This is an optimization exercise on Yosys and OpenROAD, whose aim is small area and a short achievable clock period, not a production implementation. RTL that was checked went through simulation tests only; none was proved equivalent to the original. Power is estimated from default activity; no workload was simulated.

== P ==
## cordic
module cordic (
    input wire signed [31:0] angle,
    input wire clk, reset,
    output wire signed [31:0] x, y
);
Size in the first run: about 730 cells after synthesis, roughly 98 I/O pins, roughly 5500 um2 of cells after synthesis.
==> flow/config.mk <==
export PLATFORM = sky130hd
export DESIGN_NAME = cordic
export DESIGN_NICKNAME = cordic
export VERILOG_FILES = /design/flow/design.v
export SDC_FILE = /design/flow/constraint.sdc
export NUM_CORES = 4
export LEC_CHECK = 0
export ABC_AREA = 1
export CAP_MARGIN = 20
export CORE_MARGIN = 2
export CORE_UTILIZATION = 60
export CTS_BUF_LIST = sky130_fd_sc_hd__clkbuf_4 sky130_fd_sc_hd__clkbuf_8
export SETUP_SLACK_MARGIN = 2.85
export SLEW_MARGIN = 20
export SYNTH_HIERARCHICAL = 1
==> flow/constraint.sdc <==
create_clock -name core_clock -period 5.0 [get_ports {clk}]
set_input_delay 1.0000 -clock core_clock [delete_from_list [all_inputs] [get_ports {clk}]]
set_output_delay 1.0000 -clock core_clock [all_outputs]
set_load 0.01 [all_outputs]
standard.sh (not shown) runs the stock make flow with config.mk's settings and CLKGATE_MAP_FILE= SYNTH_SCRIPT=/design/flow/synth_recipe.tcl, a recipe that flattens the netlist after the stock synthesis.
==> flow/flow/run.sh <==
#!/bin/bash
# Standard ORFS layout, except that the port buffers are plain buffers
# (buf_1) instead of the delay cells buffer_ports picks by default.
set -euo pipefail
export BUFFER_PORTS_ARGS="-buffer_cell sky130_fd_sc_hd__buf_1"
bash standard.sh finish > flow_standard.log 2>&1
Per the final summary, P finished and its layout is clean on timing, DRC and antenna.
Edits applied to the flow inputs when going from P to Q:
Settings: SETUP_SLACK_MARGIN: 2.85 -> 2.9; SYNTH_HIERARCHICAL: 1 -> unset; GPL_TIMING_DRIVEN: unset -> 0.
[summary]
Q vs P: via count of the first global-routing pass up by a few percent
The run with more routed wire is Q, not P.
Lower share of total power in sequential cells was reported by P, not Q.
The clock group power of Q was superior to that of P.
Q reports a higher sequential area share after synthesis than P does.
On overall routing resource usage, the higher figure sits with Q, not P.
Comparing Q against P, there is no change at all in clock sink total.
Clock-buffer cell count was higher in Q than in P.
Diff P -> Q: unique cell type count in the Yosys netlist lost 4, die area lost 8.0%.

========
== job 669 ==
cordic, a different RTL version from the one above (not shown whole).
For scale: ~0.0050 mm2 of cells after synthesis.
// cordic
module cordic (
    input wire signed [31:0] angle,
    input wire clk, reset,
    output wire signed [31:0] x, y
);
==> flow/config.mk <==
export PLATFORM = sky130hd
export DESIGN_NAME = cordic
export DESIGN_NICKNAME = cordic
export VERILOG_FILES = /design/flow/design.v
export SDC_FILE = /design/flow/constraint.sdc
export NUM_CORES = 4
export LEC_CHECK = 0
export ABC_AREA = 1
export CAP_MARGIN = 20
export CORE_MARGIN = 2
export CORE_UTILIZATION = 50
export CTS_BUF_LIST = sky130_fd_sc_hd__clkbuf_4 sky130_fd_sc_hd__clkbuf_8
export SETUP_SLACK_MARGIN = 2.7
export SLEW_MARGIN = 20
==> flow/constraint.sdc <==
create_clock -name core_clock -period 5.0 [get_ports {clk}]
set_input_delay 1.0000 -clock core_clock [delete_from_list [all_inputs] [get_ports {clk}]]
set_output_delay 1.0000 -clock core_clock [all_outputs]
set_load 0.01 [all_outputs]
Scripts as last shown in full above: flow/flow/run.sh
Changes in job 997 relative to job 669:
--- a/flow/config.mk
+++ b/flow/config.mk
@@ -11 +11 @@
-export CORE_UTILIZATION = 50
+export CORE_UTILIZATION = 60
--- outcome ---
- Job 997 — relative slew slack 1.7 points lower, job 669 as reference
- Of the two values seen for critical path's slowest cell, sky130_fd_sc_hd__nor3_1 was produced by job 669 and sky130_fd_sc_hd__dfxtp_2 by job 997.
- [compare] base=job 669 new=job 997: routed wire length went down 2.2%; register area did not really move; relative area change from synthesis to final layout closely matched the old numbers; cell area essentially unchanged; switching share of power +1.1 points.
- On job 997: sequential cell fraction of total power is 1.4 points lower than what job 669 gave.
- Job 997 has more setup slack than job 669.
- Combinational cell fraction of total power delta for job 997 relative to job 669: 0.2 points lower
#### Input delta (job 5908 over job 997)
--- a/flow/config.mk
+++ b/flow/config.mk
@@ -13 +13 @@
-export SETUP_SLACK_MARGIN = 2.7
+export SETUP_SLACK_MARGIN = 2.9
==> comparison <==
Summary: with job 997 as the reference, cell-internal power in job 5908 moved down slightly.
Of job 5908 and job 997, the run reporting the lower clock network fraction of design power was job 5908.
Compared to job 997, the router laid down more metal wire for job 5908.
Looking at the reports, job 5908 completed the entire flow and the layout it produced met the timing, DRC and antenna checks.
Per the comparison of job 5908 with job 997, smallest setup slack after layout went up 95 ps, total area of sequential cells went up 16 um2, final core utilization went up 2.7 points, via-per-instance ratio went up 0.12, final cycle utilization of the critical path went down 1.9 points.
Job 997 reports its cell type of the slowest stage on the worst timing path as sky130_fd_sc_hd__dfxtp_2 while job 5908 reports sky130_fd_sc_hd__nor2_2.
On area added between synthesis and finish: job 5908 sits above job 997.
The switching power of the nets reported for job 5908 is smaller than that of job 997 by 7.7 uW.
Largest voltage drop on the vdd net, job 5908 and job 997: larger value in job 997
#### Input delta (job 6159 over job 5908)
--- a/flow/config.mk
+++ b/flow/config.mk
@@ -13 +13 @@
-export SETUP_SLACK_MARGIN = 2.9
+export SETUP_SLACK_MARGIN = 3.0
### Flow results
Job 6159 and job 5908 ended up with nearly the same clock skew. Job 6159 ended with every stage complete and zero timing, DRC or antenna violations. Changes observed in job 6159 relative to job 5908: count of endpoints failing hold in the final timing report has remained practically unchanged, static power due to leakage has increased.
No functional check of the RTL was part of any run of this note.

========
cordic, a different RTL version from the one above (not shown whole).
For scale: about 100 flip-flops.
export LEC_CHECK = 0
export CAP_MARGIN = 20
export CORE_MARGIN = 2
export CORE_UTILIZATION = 40
export SLEW_MARGIN = 20
create_clock -name core_clock -period 5.0 [get_ports {clk}]
==> flow/flow/run.sh <==
#!/bin/bash
# Standard ORFS layout, except that the port buffers are plain buffers
# (buf_2) instead of the delay cells buffer_ports picks by default.
set -euo pipefail
export BUFFER_PORTS_ARGS="-buffer_cell sky130_fd_sc_hd__buf_2"
bash standard.sh finish > flow_standard.log 2>&1
Then changed:
==> flow/run.sh (new file) <==
#!/bin/bash
# synth_recipe.tcl (not shown) runs the flow's synth.tcl, then flattens the netlist and writes it again
# the make line also repeats each setting of config.mk as NAME=value (left out here)
make -C /OpenROAD-flow-scripts/flow DESIGN_CONFIG=/design/flow/config.mk WORK_HOME=/design/flow/orfs CLKGATE_MAP_FILE= SYNTH_SCRIPT=/design/flow/synth_recipe.tcl finish
- SETUP_SLACK_MARGIN: unset -> 2.5
removed: flow/flow/run.sh
removed: flow/standard.sh
Effect: The changed run finished clean; worst setup slack improved by 740 ps; area after synthesis stays the same; power grows by 13%; worst hold slack got worse by 4.5 ps; sequential power stays flat; count of clock-buffer cells in the layout is unchanged; cell count grows by 10%; die area does not change.

========
Another version of the RTL of cordic (not shown whole).
Size: ~660 cells after synthesis, roughly 110 flip-flops, about 98 I/O pins, ~5900 um2 of cells after synthesis.
Settings: LEC_CHECK=0, CAP_MARGIN=20, CORE_MARGIN=2, CORE_UTILIZATION=40, SETUP_SLACK_MARGIN=2.4, SLEW_MARGIN=20; clock period 5.0 ns.
==> flow/flow/run.sh <==
#!/bin/bash
# Standard ORFS layout, except that the port buffers are plain buffers
# (buf_2) instead of the delay cells buffer_ports picks by default.
set -euo pipefail
export BUFFER_PORTS_ARGS="-buffer_cell sky130_fd_sc_hd__buf_2"
bash standard.sh finish > flow_standard.log 2>&1
Then changed:
Settings changed: SETUP_SLACK_MARGIN 2.4 to default.
=> The new run went through all stages and came out clean; utilization goes down by 0.62 points; clock skew hardly moves; design area goes down by 1.3%; first-iteration DRC count goes up by 17%.
Then changed:
==> flow/flow/run.sh (replaced) <==
#!/bin/bash
# Standard ORFS layout, except that the port buffers are plain buffers
# (buf_1) instead of the delay cells buffer_ports picks by default.
set -euo pipefail
export BUFFER_PORTS_ARGS="-buffer_cell sky130_fd_sc_hd__buf_1"
bash standard.sh finish > flow_standard.log 2>&1
Result: The new run passed the timing, DRC and antenna checks. Utilization drops by 0.73 points. Non-clock buffer count falls by 1. Sequential power hardly moves. Worst setup slack loses 0.41 ns. Clock power rises by a few percent. Synthesized area does not change. Via count goes down by a few percent.
Then changed:
==> flow/flow/run.sh (replaced) <==
#!/bin/bash
# Standard ORFS layout, except that the port buffers are plain buffers
# (buf_2) instead of the delay cells buffer_ports picks by default.
set -euo pipefail
export BUFFER_PORTS_ARGS="-buffer_cell sky130_fd_sc_hd__buf_2"
bash standard.sh finish > flow_standard.log 2>&1
Settings changed: SETUP_SLACK_MARGIN from default to 2.7.
=>
- clock power barely changes
- area after synthesis stays the same
- sequential share of layout area decreases by 2.2 points
- total power came out higher slightly
Function was not checked in any run of this note: the RTL went through the layout flow alone.

========
== sierra ==
RTL: one of the versions met above, not the one the previous note started from.
Size in the first run: about 670 cells after synthesis, roughly 99 flip-flops.
==> flow/config.mk <==
export PLATFORM = sky130hd
export DESIGN_NAME = cordic
export DESIGN_NICKNAME = cordic
export VERILOG_FILES = /design/flow/design.v
export SDC_FILE = /design/flow/constraint.sdc
export NUM_CORES = 4
export LEC_CHECK = 0
export ABC_AREA = 1
export CAP_MARGIN = 20
export CORE_MARGIN = 2
export CORE_UTILIZATION = 60
export CTS_BUF_LIST = sky130_fd_sc_hd__clkbuf_4 sky130_fd_sc_hd__clkbuf_8
export CTS_CLUSTER_DIAMETER = 80
export CTS_CLUSTER_SIZE = 40
export SETUP_SLACK_MARGIN = 2.85
export SLEW_MARGIN = 20
==> flow/constraint.sdc <==
create_clock -name core_clock -period 5.0 [get_ports {clk}]
set_input_delay 1.0000 -clock core_clock [delete_from_list [all_inputs] [get_ports {clk}]]
set_output_delay 1.0000 -clock core_clock [all_outputs]
set_load 0.01 [all_outputs]
==> flow/flow/run.sh <==
#!/bin/bash
# Standard ORFS layout, except that the port buffers are plain buffers
# (buf_1) instead of the delay cells buffer_ports picks by default.
set -euo pipefail
export BUFFER_PORTS_ARGS="-buffer_cell sky130_fd_sc_hd__buf_1"
bash standard.sh finish > flow_standard.log 2>&1
Input-level comparison between tundra and sierra:
--- a/flow/config.mk
+++ b/flow/config.mk
@@ -7,10 +7,8 @@
 export LEC_CHECK = 0
 export ABC_AREA = 1
-export CAP_MARGIN = 20
+export CAP_MARGIN = 10
 export CORE_MARGIN = 2
 export CORE_UTILIZATION = 60
 export CTS_BUF_LIST = sky130_fd_sc_hd__clkbuf_4 sky130_fd_sc_hd__clkbuf_8
-export CTS_CLUSTER_DIAMETER = 80
-export CTS_CLUSTER_SIZE = 40
-export SETUP_SLACK_MARGIN = 2.85
-export SLEW_MARGIN = 20
+export SETUP_SLACK_MARGIN = 2.9
+export SLEW_MARGIN = 10
- dfxtp_4 as the standard cell with the maximum stage delay on the critical path was reported by tundra, and o21ai_0 by sierra.
- Register fraction of the total cell area: sierra and tundra compared, higher one is sierra
- Taking sierra as the reference, in tundra ratio of final minimum period to clock period saw a decrease, fraction of the yosys area taken by sequential cells saw little to no change.
- Non-clock buffer count in the final layout, tundra vs sierra: up by a few percent
- Comparing sierra and tundra, the higher number of cells traversed by the worst register-to-register path was measured on tundra.
- Status: power share of the combinational group parity (tundra, sierra)
Setup changes, tundra to juniper
--- a/flow/config.mk
+++ b/flow/config.mk
@@ -7,8 +7,8 @@
 export LEC_CHECK = 0
 export ABC_AREA = 1
-export CAP_MARGIN = 10
+export CAP_MARGIN = 20
 export CORE_MARGIN = 2
 export CORE_UTILIZATION = 60
 export CTS_BUF_LIST = sky130_fd_sc_hd__clkbuf_4 sky130_fd_sc_hd__clkbuf_8
 export SETUP_SLACK_MARGIN = 2.9
-export SLEW_MARGIN = 10
+export SLEW_MARGIN = 20
### Flow results
Going from tundra to juniper, total power draw flat; clock skew flat; number of filler cells placed in the layout flat.
Changes in yarrow relative to juniper:
--- a/flow/config.mk
+++ b/flow/config.mk
@@ -9,5 +9,5 @@
 export CAP_MARGIN = 20
 export CORE_MARGIN = 2
-export CORE_UTILIZATION = 60
+export CORE_UTILIZATION = 65
 export CTS_BUF_LIST = sky130_fd_sc_hd__clkbuf_4 sky130_fd_sc_hd__clkbuf_8
 export SETUP_SLACK_MARGIN = 2.9
Notes after the runs:
- yarrow and juniper ended up with nearly the same area of the multi-input gates.
- When the final numbers for yarrow and juniper were put side by side, the count of placed standard cells including taps turned out to be smaller in yarrow.
- Compared with juniper, yarrow shows a combinational cell fraction of total power that is 0.4 points higher.
- Where register-to-register setup slack is concerned, juniper is better than yarrow.
- yarrow vs juniper on number of gates resized after cts: yarrow is the lower one.
- Diff juniper -> yarrow | die area | down by a little under 10%

## re-timing with driven ports
Ports are ideal in the flow. The routed layouts listed here were re-timed in OpenROAD.
Step 1, drivers: a clkbuf_16 drives clk and a buf_2 each remaining input, both assumed.
Step 2 times the ports against the registers' clock, not the clock port: input delays grow and output delays shrink by t, the midpoint of the rising clock arrivals with the driver on.
Slacks: no drivers / after step 1 / after step 2; pairs: no drivers / after step 1.
run	t, ns	slack for setup (ns)	hold WS [ns]	slew at the worst register clock pin (ns)	worst data-port slew with drivers (ns)
P	0.384	2.978 / 2.950 / 2.650	0.329 / 0.329 / 0.329	0.11 / 0.11	0.03
Q	0.390	2.853 / 2.823 / 2.623	0.313 / 0.313 / 0.313	0.10 / 0.10	0.04
job 669	0.387	2.843 / 2.853 / 2.468	0.328 / 0.328 / 0.328	0.10 / 0.10	0.03
job 997	0.397	2.890 / 2.875 / 2.544	0.331 / 0.331 / 0.331	0.11 / 0.11	0.04
job 5908	0.385	2.985 / 2.969 / 2.611	0.326 / 0.326 / 0.326	0.11 / 0.11	0.03
job 6159	0.391	2.981 / 2.948 / 2.677	0.321 / 0.321 / 0.321	0.11 / 0.11	0.04
the first run of note 3	0.390	0.483 / 0.483 / 0.483	0.323 / 0.323 / 0.323	0.07 / 0.07	0.03
the second run of note 3	0.389	1.226 / 1.226 / 1.226	0.319 / 0.319 / 0.319	0.07 / 0.07	0.04
the first run of note 4	0.451	2.424 / 2.424 / 2.211	0.313 / 0.313 / 0.313	0.06 / 0.06	0.06
the second run of note 4	0.452	2.158 / 2.158 / 2.158	0.314 / 0.314 / 0.314	0.06 / 0.06	0.06
the third run of note 4	0.450	1.749 / 1.749 / 1.749	0.319 / 0.319 / 0.319	0.06 / 0.06	0.06
the fourth run of note 4	0.447	2.721 / 2.721 / 2.495	0.317 / 0.317 / 0.317	0.06 / 0.06	0.07
sierra	0.386	2.962 / 2.962 / 2.663	0.330 / 0.330 / 0.330	0.10 / 0.10	0.03
tundra	0.386	2.994 / 2.964 / 2.664	0.328 / 0.328 / 0.328	0.10 / 0.10	0.03
juniper	0.386	2.994 / 2.964 / 2.664	0.328 / 0.328 / 0.328	0.10 / 0.10	0.03
yarrow	0.390	2.984 / 2.949 / 2.658	0.325 / 0.325 / 0.325	0.10 / 0.10	0.03
After both steps every run listed still meets setup and hold. For job 669, which loses most, drivers alone change the setup slack by +0.010 ns; drivers and shift together by -0.375 ns.
